This design comes from an exercise in tuning for a short achievable clock period and few clock cycles on the open sky130 flow, not from production work. Where RTL was checked, it was by simulation tests only, not by an equivalence proof against the original. For run 2, only the layout was checked, not whether the RTL still works. Power figures rest on the tool's default switching activity, not on a simulated workload.

===== flow/design.v =====
`timescale 1ns / 1ps
module RV32_CPU_top(
    input CLK100,
    input rst,
    output [9:0] LED,
    input [3:0] PB,
    output [15:2] imem_addr,
    input [31:0] imem_rdata,
    output [15:2] dmem_addr,
    input [31:0] dmem_rdata,
    output dmem_we,
    output [3:0] dmem_be,
    output [31:0] dmem_wdata
);
    wire clk = CLK100;
    wire reset = rst;
    function automatic [14:0] add14(input [13:0] a, input [13:0] b);
        reg [13:0] g, p, gg, pp, g2, p2;
        integer i, d;
        begin
            g = a & b;
            p = a ^ b;
            gg = g;
            pp = p;
            for (d = 1; d < 14; d = d * 2) begin
                g2 = gg;
                p2 = pp;
                for (i = d; i < 14; i = i + 1) begin
                    g2[i] = gg[i] | (pp[i] & gg[i-d]);
                    p2[i] = pp[i] & pp[i-d];
                end
                gg = g2;
                pp = p2;
            end
            add14 = {gg[13], p ^ {gg[12:0], 1'b0}};
        end
    endfunction
    localparam OP_LUI    = 7'b0110111;
    localparam OP_AUIPC  = 7'b0010111;
    localparam OP_JAL    = 7'b1101111;
    localparam OP_JALR   = 7'b1100111;
    localparam OP_BRANCH = 7'b1100011;
    localparam OP_LOAD   = 7'b0000011;
    localparam OP_STORE  = 7'b0100011;
    localparam OP_IMM    = 7'b0010011;
    localparam OP_OP     = 7'b0110011;
    reg [15:2]  pc_lo;        
    reg [31:16] pc_hi;        
    reg         hi_pend;      
    reg [31:16] hi_a, hi_b;
    reg         hi_c;
    reg [31:0]  pc_arr;       
    reg         fv;           
    reg         arr_bp;       
    reg [31:0]  arr_succ;     
    localparam NBTB = 8;
    reg [NBTB-1:0] btb_v;
    reg [31:2]  btb_pc  [0:NBTB-1];
    reg [31:2]  btb_tgt [0:NBTB-1];
    reg [2:0]   btb_ptr;
    reg        hold;
    reg [31:0] ir_hold, pc_hold, succ_hold;
    reg        bp_hold;
    reg        e_valid;
    reg [31:0] e_pc, e_imm;
    reg [127:0] e_c1, e_c2;     
    reg [31:0] e_fv1, e_fv2;    
    reg [6:0]  e_r1, e_r2, e_a, e_b;
    reg [31:0] e_immx;          
    reg        e_sf2;       
    reg [4:0]  e_rd;
    reg        e_wen, e_load, e_store, e_branch, e_jalr, e_ft, e_bp;
    reg [2:0]  e_f3;
    reg        e_sub, e_sel_add, e_sel_slt, e_sel_sltu, e_sel_xor, e_sel_or,
               e_sel_and, e_sel_sll, e_sel_srl, e_sra;
    reg [31:0] m_result;
    reg [31:0] m_addr;          
    reg [4:0]  m_rd;
    reg        m_wen, m_load;
    reg [2:0]  m_f3;
    reg [15:2] m_daddr;
    reg        m_we, m_io_we;
    reg [3:0]  m_be;
    reg [31:0] m_wdata;
    reg [31:0] w_result;
    reg [4:0]  w_rd;
    reg        w_wen, w_load, w_io;
    reg [2:0]  w_f3;
    reg [1:0]  w_alo;
    reg [3:0]  io_rdata;
    reg [9:0]  led_r;
    assign imem_addr  = pc_lo;
    assign dmem_addr  = m_daddr;
    assign dmem_we    = m_we;
    assign dmem_be    = m_be;
    assign dmem_wdata = m_wdata;
    assign LED        = led_r;
    logic [31:0] w_raw, w_data;
    always_comb begin
        w_raw = w_io ? {28'b0, io_rdata} : dmem_rdata;
        if (w_load) begin
            case (w_f3)
                3'b000: case (w_alo)
                    2'b00: w_data = {{24{w_raw[7]}},  w_raw[7:0]};
                    2'b01: w_data = {{24{w_raw[15]}}, w_raw[15:8]};
                    2'b10: w_data = {{24{w_raw[23]}}, w_raw[23:16]};
                    default: w_data = {{24{w_raw[31]}}, w_raw[31:24]};
                endcase
                3'b001: w_data = w_alo[1] ? {{16{w_raw[31]}}, w_raw[31:16]}
                                          : {{16{w_raw[15]}}, w_raw[15:0]};
                3'b100: case (w_alo)
                    2'b00: w_data = {24'b0, w_raw[7:0]};
                    2'b01: w_data = {24'b0, w_raw[15:8]};
                    2'b10: w_data = {24'b0, w_raw[23:16]};
                    default: w_data = {24'b0, w_raw[31:24]};
                endcase
                3'b101: w_data = w_alo[1] ? {16'b0, w_raw[31:16]} : {16'b0, w_raw[15:0]};
                3'b010: w_data = w_raw;
                default: w_data = 32'b0;
            endcase
        end else begin
            w_data = w_result;
        end
    end
    function automatic [31:0] pick(input [6:0] sel, input [31:0] m, input [31:0] v,
                                   input [127:0] c, input [31:0] x);
        pick = ({32{sel[0]}} & m) | ({32{sel[1]}} & v) |
               ({32{sel[2]}} & c[31:0]) | ({32{sel[3]}} & c[63:32]) |
               ({32{sel[4]}} & c[95:64]) | ({32{sel[5]}} & c[127:96]) |
               ({32{sel[6]}} & x);
    endfunction
    wire [31:0] e_rs1 = pick(e_r1, m_result, e_fv1, e_c1, 32'b0);
    wire [31:0] e_rs2 = pick(e_r2, m_result, e_fv2, e_c2, 32'b0);
    wire [31:0] alu_a = pick(e_a, m_result, e_fv1, e_c1, e_pc);
    wire [31:0] alu_b = pick(e_b, m_result, e_fv2, e_c2, e_immx);
    wire [31:0] ex_result;
    ALU alu (
        .a(alu_a), .b(alu_b),
        .sub(e_sub), .sel_add(e_sel_add), .sel_slt(e_sel_slt), .sel_sltu(e_sel_sltu),
        .sel_xor(e_sel_xor), .sel_or(e_sel_or), .sel_and(e_sel_and),
        .sel_sll(e_sel_sll), .sel_srl(e_sel_srl), .sra(e_sra),
        .y(ex_result)
    );
    logic br_cond;
    wire br_eq  = (e_rs1 == e_rs2);
    wire br_lt  = ($signed(e_rs1) < $signed(e_rs2));
    wire br_ltu = (e_rs1 < e_rs2);
    always_comb begin
        case (e_f3)
            3'b000: br_cond = br_eq;
            3'b001: br_cond = !br_eq;
            3'b100: br_cond = br_lt;
            3'b101: br_cond = !br_lt;
            3'b110: br_cond = br_ltu;
            3'b111: br_cond = !br_ltu;
            default: br_cond = 1'b0;
        endcase
    end
    wire ex_br_t  = e_valid && e_branch && !e_bp && br_cond;     
    wire ex_br_nt = e_valid && e_branch && !e_bp && !br_cond;    
    wire ex_bp_nt = e_valid && e_branch && e_bp && !br_cond;     
    wire ex_jalr  = e_valid && e_jalr;
    wire [31:0] agu = e_rs1 + e_imm;
    wire [31:0] jalr_target = {agu[31:1], 1'b0};
    wire ex_kill  = ex_br_t || ex_jalr || ex_bp_nt;      
    wire [31:0] st_src = e_sf2 ? w_data : e_rs2;
    logic [3:0] st_be;
    logic [31:0] st_data;
    always_comb begin
        case (e_f3[1:0])
            2'b00: begin
                st_be = 4'b0001 << agu[1:0];
                st_data = {4{st_src[7:0]}};
            end
            2'b01: begin
                st_be = agu[1] ? 4'b1100 : 4'b0011;
                st_data = {2{st_src[15:0]}};
            end
            2'b10: begin
                st_be = 4'b1111;
                st_data = st_src;
            end
            default: begin
                st_be = 4'b0000;
                st_data = st_src;
            end
        endcase
    end
    wire [31:0] d_inst  = hold ? ir_hold : imem_rdata;
    wire [31:0] d_pc    = hold ? pc_hold : pc_arr;
    wire        d_bp    = hold ? bp_hold : arr_bp;
    wire [31:0] d_succ  = hold ? succ_hold : arr_succ;
    wire        d_valid_u = hold || fv;
    wire        d_valid   = hold || (fv && !ex_kill);
    wire [6:0] d_op  = d_inst[6:0];
    wire [4:0] d_rd  = d_inst[11:7];
    wire [2:0] d_f3  = d_inst[14:12];
    wire [4:0] d_rs1 = d_inst[19:15];
    wire [4:0] d_rs2 = d_inst[24:20];
    wire d_lui    = (d_op == OP_LUI);
    wire d_auipc  = (d_op == OP_AUIPC);
    wire d_jal    = (d_op == OP_JAL);
    wire d_jalr   = (d_op == OP_JALR);
    wire d_branch = (d_op == OP_BRANCH);
    wire d_load   = (d_op == OP_LOAD);
    wire d_store  = (d_op == OP_STORE);
    wire d_opimm  = (d_op == OP_IMM);
    wire d_opreg  = (d_op == OP_OP);
    wire d_use1 = d_jalr || d_branch || d_load || d_store || d_opimm || d_opreg;
    wire d_use2 = d_branch || d_store || d_opreg;
    wire d_wen  = (d_lui || d_auipc || d_jal || d_jalr || d_load || d_opimm || d_opreg) && (d_rd != 5'd0);
    wire [31:0] imm_i = {{20{d_inst[31]}}, d_inst[31:20]};
    wire [31:0] imm_s = {{20{d_inst[31]}}, d_inst[31:25], d_inst[11:7]};
    wire [31:0] imm_b = {{20{d_inst[31]}}, d_inst[7], d_inst[30:25], d_inst[11:8], 1'b0};
    wire [31:0] imm_u = {d_inst[31:12], 12'b0};
    wire [31:0] imm_j = {{12{d_inst[31]}}, d_inst[19:12], d_inst[20], d_inst[30:21], 1'b0};
    logic [31:0] d_imm;
    always_comb begin
        if (d_store) d_imm = imm_s;
        else if (d_lui || d_auipc) d_imm = imm_u;
        else d_imm = imm_i;
    end
    wire e_ld = e_valid && e_load;
    wire m_ld = m_wen && m_load;
    wire haz1 = d_use1 && (d_rs1 != 5'd0) &&
                ((e_ld && e_rd == d_rs1) || (m_ld && m_rd == d_rs1));
    wire haz2 = d_use2 && (d_rs2 != 5'd0) &&
                ((e_ld && e_rd == d_rs2) || (!d_store && m_ld && m_rd == d_rs2));
    wire d_sf2 = d_store && (d_rs2 != 5'd0) && m_ld && m_rd == d_rs2 &&
                 !(e_valid && e_wen && e_rd == d_rs2);
    wire stall_u = d_valid_u && (haz1 || haz2);
    wire stall_d = d_valid && (haz1 || haz2);
    wire [14:0] tlo_j = add14(d_pc[15:2], imm_j[15:2]);
    wire [14:0] tlo_b = add14(d_pc[15:2], imm_b[15:2]);
    wire [14:0] tlo   = d_inst[3] ? tlo_j : tlo_b;      
    wire [31:16] thi_b = d_inst[3] ? imm_j[31:16] : imm_b[31:16];
    wire id_redirect_u = d_valid_u && !stall_u && (d_jal || (d_branch && !d_bp));
    wire id_redirect   = d_valid && !stall_d && (d_jal || (d_branch && !d_bp));
    wire [127:0] d_c1, d_c2;
    regs regs (
        .clk(clk), .reset(reset),
        .rs1_lo(d_rs1[2:0]), .rs2_lo(d_rs2[2:0]),
        .rs1_cand(d_c1), .rs2_cand(d_c2),
        .wb_enable(w_wen), .wb_reg(w_rd), .wb_data(w_data)
    );
    wire e_fw = e_valid && e_wen;
    wire d_f1m = (d_rs1 != 5'd0) && e_fw && e_rd == d_rs1;
    wire d_f1w = (d_rs1 != 5'd0) && m_wen && m_rd == d_rs1;
    wire d_f1x = (d_rs1 != 5'd0) && w_wen && w_rd == d_rs1;
    wire d_f2m = (d_rs2 != 5'd0) && e_fw && e_rd == d_rs2;
    wire d_f2w = (d_rs2 != 5'd0) && m_wen && m_rd == d_rs2;
    wire d_f2x = (d_rs2 != 5'd0) && w_wen && w_rd == d_rs2;
    wire d_v1 = d_f1w || d_f1x;
    wire d_v2 = d_f2w || d_f2x;
    wire [31:0] d_fv1 = d_f1w ? m_result : w_data;
    wire [31:0] d_fv2 = d_f2w ? m_result : w_data;
    wire [6:0] d_r1 = d_f1m ? 7'b0000001 : d_v1 ? 7'b0000010 : {1'b0, 4'b0001 << d_rs1[4:3], 2'b00};
    wire [6:0] d_r2 = d_f2m ? 7'b0000001 : d_v2 ? 7'b0000010 : {1'b0, 4'b0001 << d_rs2[4:3], 2'b00};
    wire d_a_pc = d_auipc || d_jal || d_jalr;
    wire [6:0] d_a = d_a_pc ? 7'b1000000 : d_lui ? 7'b0000000 : d_r1;
    wire [6:0] d_b = d_opreg ? d_r2 : 7'b1000000;
    wire d_arith = d_opimm || d_opreg;
    wire [31:16] pc_hi_cur = hi_pend ? (hi_a + hi_b + {15'b0, hi_c}) : pc_hi;
    wire [31:0]  pc_cur = {pc_hi_cur, pc_lo, 2'b00};
    wire [31:0]  pc_cur4 = pc_cur + 32'd4;
    logic [NBTB-1:0] btb_hit;
    logic [31:2] btb_t;
    always_comb begin
        btb_t = 30'b0;
        for (int k = 0; k < NBTB; k = k + 1) begin
            btb_hit[k] = btb_v[k] && btb_pc[k] == pc_cur[31:2];
            btb_t = btb_t | ({30{btb_hit[k]}} & btb_tgt[k]);
        end
    end
    wire bp_hit = |btb_hit;
    wire [31:0] pc_seq = bp_hit ? {btb_t, 2'b00} : pc_cur4;    
    logic [31:0] pc_next;
    logic        take_id, use_bp;
    always_comb begin
        take_id = 1'b0;
        use_bp = 1'b0;
        if (ex_jalr) pc_next = jalr_target;
        else if (ex_bp_nt) pc_next = e_pc + 32'd4;
        else if (ex_br_t) begin
            pc_next = pc_seq;
            use_bp = bp_hit;
        end
        else if (ex_br_nt && !e_ft) pc_next = e_pc + 32'd4;
        else if (id_redirect_u) begin
            pc_next = pc_cur4;
            take_id = 1'b1;
        end
        else if (stall_u || ex_br_nt) pc_next = d_succ;
        else begin
            pc_next = pc_seq;
            use_bp = bp_hit;
        end
    end
    wire fv_next = !(ex_jalr || ex_bp_nt || ex_br_nt || (id_redirect && d_jal));
    always_ff @(posedge clk) begin
        if (reset) begin
            pc_lo <= 14'b0;
            pc_hi <= 16'b0;
            hi_pend <= 1'b0;
            fv <= 1'b0;
            hold <= 1'b0;
        end else begin
            if (take_id) begin
                pc_lo <= tlo[13:0];
                hi_pend <= 1'b1;
            end else begin
                pc_lo <= pc_next[15:2];
                pc_hi <= pc_next[31:16];
                hi_pend <= 1'b0;
            end
            fv <= fv_next;
            hold <= stall_d;
        end
        hi_a <= d_pc[31:16];
        hi_b <= thi_b;
        hi_c <= tlo[14];
        pc_arr <= pc_cur;
        arr_bp <= bp_hit;
        arr_succ <= pc_seq;
        if (!hold) begin
            ir_hold <= imem_rdata;
            pc_hold <= pc_arr;
            bp_hold <= arr_bp;
            succ_hold <= arr_succ;
        end
    end
    always_ff @(posedge clk) begin
        if (reset) begin
            e_valid <= 1'b0;
        end else begin
            e_valid <= d_valid && !stall_d;
        end
        e_pc <= d_pc;
        e_imm <= d_imm;
        e_c1 <= d_c1;
        e_c2 <= d_c2;
        e_fv1 <= d_fv1;
        e_fv2 <= d_fv2;
        e_r1 <= d_r1;
        e_r2 <= d_r2;
        e_a <= d_a;
        e_b <= d_b;
        e_immx <= (d_jal || d_jalr) ? 32'd4 : d_imm;
        e_sf2 <= d_sf2;
        e_rd <= d_rd;
        e_wen <= d_wen;
        e_load <= d_load;
        e_store <= d_store;
        e_branch <= d_branch;
        e_jalr <= d_jalr;
        e_bp <= d_bp;
        e_ft <= !ex_br_nt;
        e_f3 <= d_f3;
        e_sub <= d_opreg && (d_inst[30] ? (d_f3 == 3'b000) : 1'b0) ||
                 d_arith && (d_f3 == 3'b010 || d_f3 == 3'b011);
        e_sel_add <= !d_arith || d_f3 == 3'b000;
        e_sel_slt <= d_arith && d_f3 == 3'b010;
        e_sel_sltu <= d_arith && d_f3 == 3'b011;
        e_sel_xor <= d_arith && d_f3 == 3'b100;
        e_sel_or <= d_arith && d_f3 == 3'b110;
        e_sel_and <= d_arith && d_f3 == 3'b111;
        e_sel_sll <= d_arith && d_f3 == 3'b001;
        e_sel_srl <= d_arith && d_f3 == 3'b101;
        e_sra <= d_inst[30];
    end
    reg        bu_add, bu_del;
    reg [31:2] bu_pc, bu_tgt;
    always_ff @(posedge clk) begin
        if (reset) begin
            bu_add <= 1'b0;
            bu_del <= 1'b0;
        end else begin
            bu_add <= ex_br_t;
            bu_del <= ex_bp_nt;
        end
        bu_pc <= e_pc[31:2];
        bu_tgt <= pc_cur[31:2];
    end
    always_ff @(posedge clk) begin
        if (reset) begin
            btb_v <= {NBTB{1'b0}};
            btb_ptr <= 3'd0;
        end else if (bu_add) begin
            btb_v[btb_ptr] <= 1'b1;
            btb_pc[btb_ptr] <= bu_pc;
            btb_tgt[btb_ptr] <= bu_tgt;
            btb_ptr <= btb_ptr + 3'd1;
        end else if (bu_del) begin
            for (int k = 0; k < NBTB; k = k + 1)
                if (btb_pc[k] == bu_pc) btb_v[k] <= 1'b0;
        end
    end
    always_ff @(posedge clk) begin
        if (reset) begin
            m_wen <= 1'b0;
            m_we <= 1'b0;
            m_io_we <= 1'b0;
        end else begin
            m_wen <= e_valid && e_wen;
            m_we <= e_valid && e_store && !agu[31];
            m_io_we <= e_valid && e_store && agu[31];
        end
        m_result <= ex_result;
        m_rd <= e_rd;
        m_load <= e_load;
        m_f3 <= e_f3;
        m_daddr <= agu[15:2];
        m_addr <= agu;
        m_be <= st_be;
        m_wdata <= st_data;
    end
    always_ff @(posedge clk) begin
        if (reset) begin
            led_r <= 10'b0;
        end else if (m_io_we && m_addr[3:2] == 2'b01) begin
            if (m_be[0]) led_r[7:0] <= m_wdata[7:0];
            if (m_be[1]) led_r[9:8] <= m_wdata[9:8];
        end
        io_rdata <= (m_addr[3:2] == 2'b00) ? PB : 4'b0;
    end
    always_ff @(posedge clk) begin
        if (reset) begin
            w_wen <= 1'b0;
        end else begin
            w_wen <= m_wen;
        end
        w_result <= m_result;
        w_rd <= m_rd;
        w_load <= m_load;
        w_io <= m_addr[31];
        w_f3 <= m_f3;
        w_alo <= m_addr[1:0];
    end
endmodule
module ALU(
    input  logic [31:0] a,
    input  logic [31:0] b,
    input  logic        sub,       
    input  logic        sel_add,   
    input  logic        sel_slt,
    input  logic        sel_sltu,
    input  logic        sel_xor,
    input  logic        sel_or,
    input  logic        sel_and,
    input  logic        sel_sll,
    input  logic        sel_srl,   
    input  logic        sra,
    output logic [31:0] y
);
    logic [32:0] sum;
    always_comb begin
        logic [31:0] g, p, gg, pp, g2, p2, bb;
        bb = sub ? ~b : b;
        g = a & bb;
        p = a ^ bb;
        gg = g;
        pp = p;
        gg[0] = g[0] | (p[0] & sub);
        for (int d = 1; d < 32; d = d * 2) begin
            g2 = gg;
            p2 = pp;
            for (int i = d; i < 32; i = i + 1) begin
                g2[i] = gg[i] | (pp[i] & gg[i-d]);
                p2[i] = pp[i] & pp[i-d];
            end
            gg = g2;
            pp = p2;
        end
        sum = {gg[31], p ^ {gg[30:0], sub}};
    end
    logic lt_s, lt_u;
    assign lt_u = !sum[32];
    assign lt_s = (a[31] ^ b[31]) ? a[31] : sum[31];
    logic [31:0] shl, shr;
    assign shl = a << b[4:0];
    assign shr = $signed({sra & a[31], a}) >>> b[4:0];
    always_comb begin
        y = ({32{sel_add}}  & sum[31:0])
          | ({32{sel_slt}}  & {31'b0, lt_s})
          | ({32{sel_sltu}} & {31'b0, lt_u})
          | ({32{sel_xor}}  & (a ^ b))
          | ({32{sel_or}}   & (a | b))
          | ({32{sel_and}}  & (a & b))
          | ({32{sel_sll}}  & shl)
          | ({32{sel_srl}}  & shr);
    end
endmodule
module regs(
    input clk,
    input reset,
    input [2:0] rs1_lo,
    input [2:0] rs2_lo,
    input wb_enable,
    input [4:0] wb_reg,
    input [31:0] wb_data,
    output [127:0] rs1_cand,
    output [127:0] rs2_cand
);
    logic [31:0] registers [31:1];
    always_ff @(posedge clk) begin
        if (reset) begin
            for (int i = 1; i < 32; i = i + 1)
                registers[i] <= 32'b0;
        end else if (wb_enable && wb_reg != 5'd0) begin
            registers[wb_reg] <= wb_data;
        end
    end
    wire [31:0] rd [0:31];
    assign rd[0] = 32'b0;
    genvar i, g;
    generate
        for (i = 1; i < 32; i = i + 1) begin : rd_g
            assign rd[i] = registers[i];
        end
        for (g = 0; g < 4; g = g + 1) begin : cand_g
            assign rs1_cand[32*g +: 32] = rd[{g[1:0], rs1_lo}];
            assign rs2_cand[32*g +: 32] = rd[{g[1:0], rs2_lo}];
        end
    endgenerate
endmodule

===== flow/flow/run.sh =====
#!/bin/bash
# Own layout flow: the standard synthesis and standard ORFS layout
# (standard.sh), with ORFS's timing repair asked to leave more setup slack
# than the design's 15 ns clock needs. With the 15 ns clock every path has
# slack, so repair_timing would otherwise leave the critical paths as they
# are. The constraints (SDC) are the design's, unchanged.
set -euo pipefail
MARGIN=$(cat flow/setup_margin.txt 2>/dev/null || echo 10)
bash standard.sh synth > flow_synth.log 2>&1
bash standard.sh SETUP_SLACK_MARGIN=$MARGIN finish > flow_layout.log 2>&1

===== flow/flow/setup_margin.txt =====
10

===== flow/standard.sh =====
#!/bin/bash
# synth_recipe.tcl (not shown) runs the flow's synth.tcl, then flattens the netlist and writes it again
# the make line also repeats each setting of config.mk as NAME=value (left out here)
make -C /OpenROAD-flow-scripts/flow DESIGN_CONFIG=/design/flow/config.mk WORK_HOME=/design/flow/orfs CLKGATE_MAP_FILE= SYNTH_SCRIPT=/design/flow/synth_recipe.tcl "${@:-finish}"

===== flow/config.mk =====
export PLATFORM = sky130hd
export DESIGN_NAME = RV32_CPU_top
export DESIGN_NICKNAME = RV32_CPU_top
export VERILOG_FILES = /design/flow/design.v
export SDC_FILE = /design/flow/constraint.sdc
export NUM_CORES = 4
export LEC_CHECK = 0
export ABC_CLOCK_PERIOD_IN_PS = 4000
export CAP_MARGIN = 20
export CORE_MARGIN = 2
export CORE_UTILIZATION = 40
export SLEW_MARGIN = 20

===== flow/constraint.sdc =====
create_clock -name core_clock -period 15.0 [get_ports {CLK100}]
set_input_delay 3.0000 -clock core_clock [delete_from_list [all_inputs] [get_ports {CLK100}]]
set_output_delay 3.0000 -clock core_clock [all_outputs]
set_load 0.01 [all_outputs]

==> flow_summary.yaml, run 1 <==
clocking:
  clock_latency_ns: 0.98
  cts_num_sinks: 2289
  clk_path_buf_depth: 4
  clk_pin_slew_worst_paths_ns: 0.07
  numCtsBuffers: 243
  cts_tree: "yes"
  htreeDepth: 4
  root_buffer: "clkbuf_16"
  cts-hold-fix-buffers: 0
placed_design:
  placed_area_mm2: 0.1148
  dp_hpwl_um: 352600
  place.gp.congestion: 1.041
  dp.cells: 13450
  io_buffer_count: 144
global_route:
  overflow: 0
  antenna_found_initial: 50
  grt_max_degree: 114
  grt_pass1_vias: 87300
  grt.total_usage_pct: 37.76
  grt_pass1_wl_um: 731600
sta:
  hold_viol_final: 0
  setup_viol: 0
  clock.fmax_ghz: 0.1932
  relSlewSlack_pct: 18.16
  worstMarginPinSlew_ns: 1.219
  fin_crit_sh_pct: 34.50
  rsz0062_at_grt: "yes"
  fin_tns_setup_ns: 0
  finalCriticalPeriod_ns: 5.175
  skew_ns: 0.1099
  slew_viol_final: 0
die:
  die_h_um: 525.4
  die_x_um: 525.4
  start_util_pct: 40.19
  fp-row-count: 191
  ioPinCount: 145
  dieArea_mm2: 0.2760
  core_mm2: 0.2705
drt:
  drc_errors: 0
  drt.antenna.violating_nets: 0
  drtIter0Drc: 17560
  avgViaCountPerCell: 6.726
  routed_wl_um: 549900
  first_pass_iters: 11
  num_vias: 95270
  post_drt_wl_per_cell_um: 38.82
synth:
  syn-cell-area_mm2: 0.1087
  yosys_warnings: 3
  synth_ff_type: "edfxtp_1"
  yosys.area.top_type: "edfxtp_1"
  synthCells: 10260
  synth_seq_area_share_pct: 55.84
  syn-num-nets: 10530
  synth.distinct_cells: 104
  synth_seq_cells: 2289
  synth_top_cell_area_share_pct: 41.10
  synth_edf_count: 1488
  synthTopCellsByArea: "edfxtp_1 41%, dfxtp_1 15%, a22oi_1 7.9%"
  synthArstFlopShare_pct: 0
  syn_avg_cell_area_um2: 10.60
power:
  power.density_mw_per_mm2: 129.4
  comb_power_share_pct: 17.5
  internal_power_mw: 11.35
  leakage_nw: 46.39
  clkPwrFrac_pct: 36.8
  switching_share_pct: 31.75
  p_sw_mw: 5.280
  peakVddDrop_mv: 0.1122
  p_seq_share_pct: 45.7
final_layout:
  area_growth_pct: 18.18
  drive_above_1_share_pct: 13.99
  num-fill-cells: 24250
  mostFrequentLayoutCells: "1488 x edfxtp_1, 1429 x nor2_1, 1145 x a22oi_1"
  nets: 10650
  fin_area_mm2: 0.1285
  fin_cells: 14170
  layout_commonest_cell: "edfxtp_1"
setup_path:
  critPathLaunchType: "input port"
  required_ns: 15.79
  critPathKind: "input port to flop"
  cp-end-kind: "flop"
  crit_arrival_ns: 5.96
  critPathMaxFanout: 8
hold_path:
  hp-class: "flop to flop"
run_status:
  status: "timing/DRC/antenna clean"
run:
  drv_cap: 0
-- cell usage after synthesis, types with 44 or more instances --
master / count
edfxtp_1: 1488
nor2_1: 1467
a22oi_1: 1148
dfxtp_1: 801
nand2_1: 658
clkbuf_1: 652
xnor2_1: 514
a21oi_1: 504
nand3_1: 333
nand4_1: 292
o21ai_0: 275
ha_1: 201
inv_1: 175
xor2_1: 169
mux2i_1: 123
nor3_1: 116
buf_1: 98
a222oi_1: 97
mux2_2: 89
a221oi_1: 84
nor2b_1: 71
nor4_1: 71
a211oi_1: 65
a21o_1: 51
a22o_1: 48
o211ai_1: 45
and3_1: 44
-- flip-flops by register name (all words and copies together) (netlist names), 14 cells and up --
name	cells
m_result	32
btb_pc	240
e_c2	128
e_pc	15
hi_a	15
pc_lo	14
succ_hold	30
bu_tgt	29
ir_hold	31
e_fv2	32
m_wdata	32
e_fv1	32
regs.registers	992
bu_pc	30
pc_hi	16
btb_tgt	240
arr_succ	30
e_imm	32
w_result	32
e_immx	32
e_c1	128
-- worst max-delay path, stage by stage --
cell and delay, ns:
clkdlybuf4s50_1 0.43, mux2_4 0.33, nor3_4 0.36, nand4b_1 0.22, a2111oi_4 0.12, nor2_4 0.17
buf_12 0.13, nand2_8 0.08, nor2_4 0.30, nand2_1 0.15, o31ai_4 0.08, a221oi_1 0.10
or3_1 0.33, a31oi_1 0.14
-- cell families after synthesis --
logic type               after synthesis  synth area share (%)
multiplexers                         233                 2.430
AND/OR/NAND/NOR                     3238                 13.40
AO/OA/AOI/OAI                       2597                 16.70
XOR/XNOR                             684                 5.517
adder cells (fa/ha/maj)              207                 2.424
flip-flops                          2289                 55.84
buffers and inverters               1009                 3.682
-- per-stage QoR --
step | util [%] | setup slack (ns) | total power [mW] | hold slack [ns]
after floorplan | - | 9.439 | 8.573 | 0.3096
after global placement | 42.42 | 7.335 | 9.959 | 0.3160
after detailed placement | 42.44 | 7.224 | 9.972 | 0.3179
after CTS | 46.82 | 9.838 | 16.22 | 0.3349
after global routing | 47.48 | 9.793 | 16.87 | 0.3449
final | 47.50 | 9.825 | 16.63 | 0.3312
-- path summary, 6_finish.rpt --
check	start	cells after the start	slack [ns]	to
min reg2reg	m_f3[1]$_DFF_P_	0	0.33	w_f3[1]$_DFF_P_
max	imem_rdata[6]	14	9.83	pc_lo[4]$_SDFF_PP0_
max reg2reg	hi_a[16]$_DFFE_PN_	17	9.88	pc_hi[25]$_SDFFE_PP0N_
min	m_f3[1]$_DFF_P_	0	0.33	w_f3[1]$_DFF_P_
-- power groups by stage --
stage          logic [mW]  registers (mW)  clock network, mW
5_1_grt              2.93            7.58               6.36
4_1_cts              2.56            7.54               6.12
6_report             2.91            7.59               6.12
3_3_place_gp         2.29            7.67                  0
3_5_place_dp         2.30            7.67                  0
2_1_floorplan        1.23            7.34                  0
-- timing repair --
action                     in CTS  in global routing
setup endpoints to repair    1790                553
setup buffers                 139                 69
pin swaps                      78                 71
gates cloned                   20                 15
resized for setup             549                186
-- final cells by class --
type / count / area (µm²) / area share (%)
Multi-Input combinational cell: 6963 / 46800 / 36.42
Clock buffer: 314 / 6696 / 5.212
Antenna cell: 19 / 47.55 / 0.03700
Inverter: 183 / 694.4 / 0.5404
Sequential cell: 2289 / 60750 / 47.28
Clock inverter: 136 / 1220 / 0.9494
Tap cell: 3570 / 4467 / 3.476
Timing Repair Buffer: 691 / 7820 / 6.086
-- per-layer routing --
metal / vias to the layer above / track usage [%] / part of all wire, %
li1: 38500 / - / -
met1: 47190 / 48.69 / 36
met2: 7883 / 54.61 / 41
met3: 1657 / 13.12 / 15
met4: 44 / 22.12 / 7.4
met5: - / 0.2078 / 0.097
Testbench counts, summed over its fixed seeds: cycles 202,279.
==> inputs of run 2 (changes only) <==
--- a/flow/design.v
+++ b/flow/design.v
@@ -15,25 +15,4 @@
     wire clk = CLK100;
     wire reset = rst;
-    function automatic [14:0] add14(input [13:0] a, input [13:0] b);
-        reg [13:0] g, p, gg, pp, g2, p2;
-        integer i, d;
-        begin
-            g = a & b;
-            p = a ^ b;
-            gg = g;
-            pp = p;
-            for (d = 1; d < 14; d = d * 2) begin
-                g2 = gg;
-                p2 = pp;
-                for (i = d; i < 14; i = i + 1) begin
-                    g2[i] = gg[i] | (pp[i] & gg[i-d]);
-                    p2[i] = pp[i] & pp[i-d];
-                end
-                gg = g2;
-                pp = p2;
-            end
-            add14 = {gg[13], p ^ {gg[12:0], 1'b0}};
-        end
-    endfunction
     localparam OP_LUI    = 7'b0110111;
     localparam OP_AUIPC  = 7'b0010111;
@@ -223,18 +202,28 @@
     wire e_ld = e_valid && e_load;
     wire m_ld = m_wen && m_load;
-    wire haz1 = d_use1 && (d_rs1 != 5'd0) &&
-                ((e_ld && e_rd == d_rs1) || (m_ld && m_rd == d_rs1));
-    wire haz2 = d_use2 && (d_rs2 != 5'd0) &&
-                ((e_ld && e_rd == d_rs2) || (!d_store && m_ld && m_rd == d_rs2));
+    wire fa_haz, fa_jal, fa_branch, fh_haz, fh_jal, fh_branch;
+    wire [14:0] fa_tlo, fh_tlo;
+    wire [31:16] fa_thi, fh_thi;
+    id_fast id_arr (
+        .inst(imem_rdata), .pc(pc_arr),
+        .e_ld(e_ld), .e_rd(e_rd), .m_ld(m_ld), .m_rd(m_rd),
+        .haz(fa_haz), .jal(fa_jal), .branch(fa_branch), .tlo(fa_tlo), .thi_b(fa_thi)
+    );
+    id_fast id_hold (
+        .inst(ir_hold), .pc(pc_hold),
+        .e_ld(e_ld), .e_rd(e_rd), .m_ld(m_ld), .m_rd(m_rd),
+        .haz(fh_haz), .jal(fh_jal), .branch(fh_branch), .tlo(fh_tlo), .thi_b(fh_thi)
+    );
+    wire f_haz = hold ? fh_haz : fa_haz;
+    wire f_jal = hold ? fh_jal : fa_jal;
+    wire f_branch = hold ? fh_branch : fa_branch;
+    wire [14:0] tlo = hold ? fh_tlo : fa_tlo;      
+    wire [31:16] thi_b = hold ? fh_thi : fa_thi;
     wire d_sf2 = d_store && (d_rs2 != 5'd0) && m_ld && m_rd == d_rs2 &&
                  !(e_valid && e_wen && e_rd == d_rs2);
-    wire stall_u = d_valid_u && (haz1 || haz2);
-    wire stall_d = d_valid && (haz1 || haz2);
-    wire [14:0] tlo_j = add14(d_pc[15:2], imm_j[15:2]);
-    wire [14:0] tlo_b = add14(d_pc[15:2], imm_b[15:2]);
-    wire [14:0] tlo   = d_inst[3] ? tlo_j : tlo_b;      
-    wire [31:16] thi_b = d_inst[3] ? imm_j[31:16] : imm_b[31:16];
-    wire id_redirect_u = d_valid_u && !stall_u && (d_jal || (d_branch && !d_bp));
-    wire id_redirect   = d_valid && !stall_d && (d_jal || (d_branch && !d_bp));
+    wire stall_u = d_valid_u && f_haz;
+    wire stall_d = d_valid && f_haz;
+    wire id_redirect_u = d_valid_u && !stall_u && (f_jal || (f_branch && !d_bp));
+    wire id_redirect   = d_valid && !stall_d && (f_jal || (f_branch && !d_bp));
     wire [127:0] d_c1, d_c2;
     regs regs (
@@ -297,5 +286,5 @@
         end
     end
-    wire fv_next = !(ex_jalr || ex_bp_nt || ex_br_nt || (id_redirect && d_jal));
+    wire fv_next = !(ex_jalr || ex_bp_nt || ex_br_nt || (id_redirect && f_jal));
     always_ff @(posedge clk) begin
         if (reset) begin
@@ -438,4 +427,62 @@
     end
 endmodule
+module id_fast(
+    input  [31:0] inst,
+    input  [31:0] pc,
+    input         e_ld,         
+    input  [4:0]  e_rd,         
+    input         m_ld,         
+    input  [4:0]  m_rd,
+    output        haz,          
+    output        jal,
+    output        branch,
+    output [14:0] tlo,          
+    output [31:16] thi_b        
+);
+    function automatic [14:0] add14(input [13:0] a, input [13:0] b);
+        reg [13:0] g, p, gg, pp, g2, p2;
+        integer i, d;
+        begin
+            g = a & b;
+            p = a ^ b;
+            gg = g;
+            pp = p;
+            for (d = 1; d < 14; d = d * 2) begin
+                g2 = gg;
+                p2 = pp;
+                for (i = d; i < 14; i = i + 1) begin
+                    g2[i] = gg[i] | (pp[i] & gg[i-d]);
+                    p2[i] = pp[i] & pp[i-d];
+                end
+                gg = g2;
+                pp = p2;
+            end
+            add14 = {gg[13], p ^ {gg[12:0], 1'b0}};
+        end
+    endfunction
+    wire [6:0] op  = inst[6:0];
+    wire [4:0] rs1 = inst[19:15];
+    wire [4:0] rs2 = inst[24:20];
+    assign jal    = (op == 7'b1101111);
+    assign branch = (op == 7'b1100011);
+    wire jalr   = (op == 7'b1100111);
+    wire load   = (op == 7'b0000011);
+    wire store  = (op == 7'b0100011);
+    wire opimm  = (op == 7'b0010011);
+    wire opreg  = (op == 7'b0110011);
+    wire use1 = jalr || branch || load || store || opimm || opreg;
+    wire use2 = branch || store || opreg;
+    wire haz1 = use1 && (rs1 != 5'd0) &&
+                ((e_ld && e_rd == rs1) || (m_ld && m_rd == rs1));
+    wire haz2 = use2 && (rs2 != 5'd0) &&
+                ((e_ld && e_rd == rs2) || (!store && m_ld && m_rd == rs2));
+    assign haz = haz1 || haz2;
+    wire [31:0] imm_b = {{20{inst[31]}}, inst[7], inst[30:25], inst[11:8], 1'b0};
+    wire [31:0] imm_j = {{12{inst[31]}}, inst[19:12], inst[20], inst[30:21], 1'b0};
+    wire [14:0] tlo_j = add14(pc[15:2], imm_j[15:2]);
+    wire [14:0] tlo_b = add14(pc[15:2], imm_b[15:2]);
+    assign tlo   = inst[3] ? tlo_j : tlo_b;
+    assign thi_b = inst[3] ? imm_j[31:16] : imm_b[31:16];
+endmodule
 module ALU(
     input  logic [31:0] a,
@@ -503,11 +550,14 @@
 );
     logic [31:0] registers [31:1];
+    logic [31:1] written;
     always_ff @(posedge clk) begin
-        if (reset) begin
-            for (int i = 1; i < 32; i = i + 1)
-                registers[i] <= 32'b0;
-        end else if (wb_enable && wb_reg != 5'd0) begin
+        if (reset)
+            written <= 31'b0;
+        else if (wb_enable && wb_reg != 5'd0)
+            written[wb_reg] <= 1'b1;
+    end
+    always_ff @(posedge clk) begin
+        if (wb_enable && wb_reg != 5'd0)
             registers[wb_reg] <= wb_data;
-        end
     end
     wire [31:0] rd [0:31];
@@ -516,5 +566,5 @@
     generate
         for (i = 1; i < 32; i = i + 1) begin : rd_g
-            assign rd[i] = registers[i];
+            assign rd[i] = written[i] ? registers[i] : 32'b0;
         end
         for (g = 0; g < 4; g = g + 1) begin : cand_g
==> run 2 against run 1 <==
Utilization up 0.12 points. Critical path type is now flop to flop. Sequential share of layout area down 1.5 points. Fmax down 6.9%. Setup slack worse by 0.38 ns. Die area up 4.6%. Synthesized cell count up 6.0%. First-iteration DRC count up 7.7%. Worst hold slack worse by 0.0044 ns. Highest routed layer unchanged. Still clean on timing, DRC and antenna. Clock power up 11%. Via count up 9.7%. Cell area up 4.7%. Critical path depth up 1.
==> flow_summary.yaml, run 2 <==
drt:
  drt.antenna.violating_nets: 0
  routed_wl_um: 632900
  drc_errors: 0
  first_pass_iters: 9
  avgViaCountPerCell: 6.932
  num_vias: 104500
  post_drt_wl_per_cell_um: 42.00
  drtIter0Drc: 18910
placed_design:
  place.gp.congestion: 1.061
  placed_area_mm2: 0.1205
  dp_hpwl_um: 418300
  io_buffer_count: 144
synth:
  synth_edf_count: 1502
  synthArstFlopShare_pct: 0
  syn-num-nets: 11190
  synth_top_cell_area_share_pct: 39.65
  syn-cell-area_mm2: 0.1138
  synthXorXnorAreaFrac_pct: 5.938
  yosys-top-cells-count: "1502 x edfxtp_1, 1345 x nand2_1, 857 x o22ai_1"
  muxShareOfSynthArea_pct: 1.951
  synth_simple_gate_area_share_pct: 14.63
  synth_seq_area_share_pct: 54.04
  synth_compound_area_share_pct: 16.92
  synthCells: 10870
  syn_avg_cell_area_um2: 10.46
  synthAdderAreaFrac_pct: 2.736
  synth_ff_type: "edfxtp_1"
  synth.distinct_cells: 119
  synth_seq_cells: 2320
  yosys.area.top_type: "edfxtp_1"
  synthTopCellsByArea: "edfxtp_1 40%, dfxtp_1 14%, xnor2_1 4.7%"
  yosys_warnings: 4
  synth.most_common_cell: "edfxtp_1"
  synth_top_family_by_area: "compound AO/OA/AOI/OAI gates"
global_route:
  antenna_found_initial: 74
  grt_pass1_wl_um: 837300
  grt.total_usage_pct: 42.25
  grt_pass1_vias: 94980
  grt_max_degree: 66
  overflow: 0
setup_path:
  critPathMaxFanout: 17
  cp.depth: 15
  cp-end-kind: "flop"
  cpLargestDelayFamily: "simple AND/OR/NAND/NOR gates"
  crit_arrival_ns: 6.32
  critPathLaunchType: "flop"
  cp.buffers_inverters: 3
  crit_slowest_cell: "nand4_1"
  path_cells: "buf_6 -> ha_2 -> buf_12 -> nand4_1 -> nor2_4 -> nand3_2 -> o32ai_1 -> nor4b_1 -> and4_1 -> and4_1 -> buf_6 -> a222oi_1 -> nand4_1 -> mux2_4 -> o2bb2ai_1"
  critPathKind: "flop to flop"
  reg2regPathDepth: 15
  r2r_slack_ns: 9.44
  max_stage_delay_ns: 0.83
  required_ns: 15.76
sta:
  fin_tns_setup_ns: 0
  setup_viol: 0
  rsz0062_at_grt: "yes"
  fin_crit_sh_pct: 37.04
  worstMarginPinSlew_ns: 1.207
  slew_viol_final: 0
  finalCriticalPeriod_ns: 5.556
  skew_ns: 0.07113
  clock.fmax_ghz: 0.1800
  hold_viol_final: 0
  relSlewSlack_pct: 18.52
clocking:
  cts_num_sinks: 2320
  numCtsBuffers: 268
  cts_tree: "yes"
  clock_latency_ns: 0.91
  clk_pin_slew_worst_paths_ns: 0.06
  root_buffer: "clkbuf_16"
  htreeDepth: 5
  clk_path_buf_depth: 4
final_layout:
  reg_top3: "regs.registers x992, btb_pc x240, btb_tgt x240"
  num-fill-cells: 25570
  layout_commonest_cell: "edfxtp_1"
  mostFrequentLayoutCells: "1502 x edfxtp_1, 1318 x nand2_1, 851 x o22ai_1"
  area_growth_pct: 18.26
  fin_area_mm2: 0.1345
  top_register: "regs.registers"
  multi_input_area_mm2: 0.05104
  nets: 11360
  largest_register_ffs: 992
  regArea_mm2: 0.06159
  drive_above_1_share_pct: 14.63
run:
  drv_cap: 0
power:
  leakage_nw: 45.56
  peakVddDrop_mv: 0.09076
  power.density_mw_per_mm2: 110.5
run_status:
  status: "timing/DRC/antenna clean"
hold_path:
  min_path_cells: 0
  hp-class: "flop to flop"
die:
  die_x_um: 537.3
  ioPinCount: 145
  start_util_pct: 40.27
  core_mm2: 0.2825
  dieArea_mm2: 0.2887
  fp-row-count: 195
  die_h_um: 537.3
## run 2: changes by cell type in the layout (fill, tap and decap cells not counted), sizes merged, moves of 101 or more
cell	before	now
a22oi	1148	386
nor2	1470	547
xnor2	515	616
or4	12	225
o22ai	20	857
nand2	661	1349
## run 2: final cells by class
class                           count  share of cell area (%)
Multi-Input combinational cell   7484                   37.94
Clock buffer                      374                   5.601
Timing Repair inverter              2                 0.01023
Sequential cell                  2320                   45.78
Timing Repair Buffer              706                   5.257
Inverter                          260                  0.7719
Clock inverter                    118                   1.044
Tap cell                         3743                   3.481
Antenna cell                       64                  0.1190
## run 2: power by group
| group | switching (mW) | leakage, nW | internal, mW |
|---|---|---|---|
| clock network | 2.84 | 4.35 | 3.93 |
| registers | 0.112 | 20.4 | 6.88 |
| logic | 0.812 | 20.8 | 0.303 |
| total | 3.76 | 45.6 | 11.1 |
## run 2: path summary, 6_finish.rpt
check,end,startpoint
setup / recovery,pc_lo[15]$_SDFF_PP0_,hi_a[21]$_DFFE_PN_
hold / removal,w_alo[0]$_DFF_P_,m_addr[0]$_DFF_P_
setup reg to reg,pc_lo[15]$_SDFF_PP0_,hi_a[21]$_DFFE_PN_
hold reg to reg,w_alo[0]$_DFF_P_,m_addr[0]$_DFF_P_
## run 2: cell families after synthesis
group,Yosys count
adder cells (fa/ha/maj),244
flip-flops,2320
AO/OA/AOI/OAI,2851
XOR/XNOR,764
multiplexers,201
buffers and inverters,1077
AND/OR/NAND/NOR,3416
## run 2: timing repair
item	in CTS	in global routing
gates resized for setup	516	243
hold buffers	0	0
setup endpoints to repair	1155	613
gates cloned	17	4
pin swaps	69	55
buffers inserted	126	53
## run 2: worst register-to-register path, cell delays in order (launching register included)
cell	delay, ns
edfxtp_1	0.41
buf_6	0.21
ha_2	0.38
buf_12	0.21
nand4_1	0.39
nor2_4	0.52
nand3_2	0.33
o32ai_1	0.43
nor4b_1	0.13
and4_1	0.17
and4_1	0.21
buf_6	0.19
a222oi_1	0.30
nand4_1	0.83
mux2_4	0.60
o2bb2ai_1	0.12
## run 2: per-layer routing
metal | up-vias | global-route usage [%] | share of wire, %
li1 | 41720 | - | -
met1 | 51760 | 55.65 | 38
met2 | 9055 | 56.78 | 39
met3 | 1900 | 19.45 | 16
met4 | 44 | 23.24 | 6.9
met5 | - | 0.7401 | 0.11
## run 2: stage by stage
| stage | hold WS, ns | util (%) | total power [mW] | cells | setup slack, ns |
|---|---|---|---|---|---|
| 5_1_grt | 0.3304 | 47.58 | 15.14 | 15020 | 9.514 |
| 3_3_place_gp | 0.3117 | 42.64 | 8.061 | 14310 | 7.093 |
| 6_report | 0.3268 | 47.62 | 14.87 | 15070 | 9.444 |
| 2_1_floorplan | 0.3096 | - | 7.541 | 10870 | 9.387 |
| 3_5_place_dp | 0.3146 | 42.66 | 8.064 | 14310 | 7.100 |
| 4_1_cts | 0.3267 | 47.07 | 14.80 | 14950 | 9.588 |

-- afterwards: timing with drivers on the ports --
In the flow no input, the clock included, has a driving cell. The finished layouts below were timed again as built, in two steps. Step 1 (the two cells are an assumption about what drives the block):
set clk [get_ports {CLK100}]
set_driving_cell -lib_cell sky130_fd_sc_hd__clkbuf_16 $clk
set_driving_cell -lib_cell sky130_fd_sc_hd__buf_2 [delete_from_list [all_inputs] $clk]
Step 2 moves the port delays by t, midway between the first and last clock arrival at a register: inputs arrive t later, outputs are due t later. That takes back most of the time a late clock gives input paths. Slacks: ideal / step 1 / step 2; pairs: ideal / step 1.
run	t (ns)	setup slack, ns	worst setup path after step 2
run 1	1.010	9.825 / 9.878 / 8.868	input to register
run 2	0.986	9.444 / 9.444 / 8.850	input to register
After both steps every run listed still meets setup and hold. The setup slack of run 1, which loses most, moves by +0.053 ns with the drivers and by -0.957 ns with both steps.
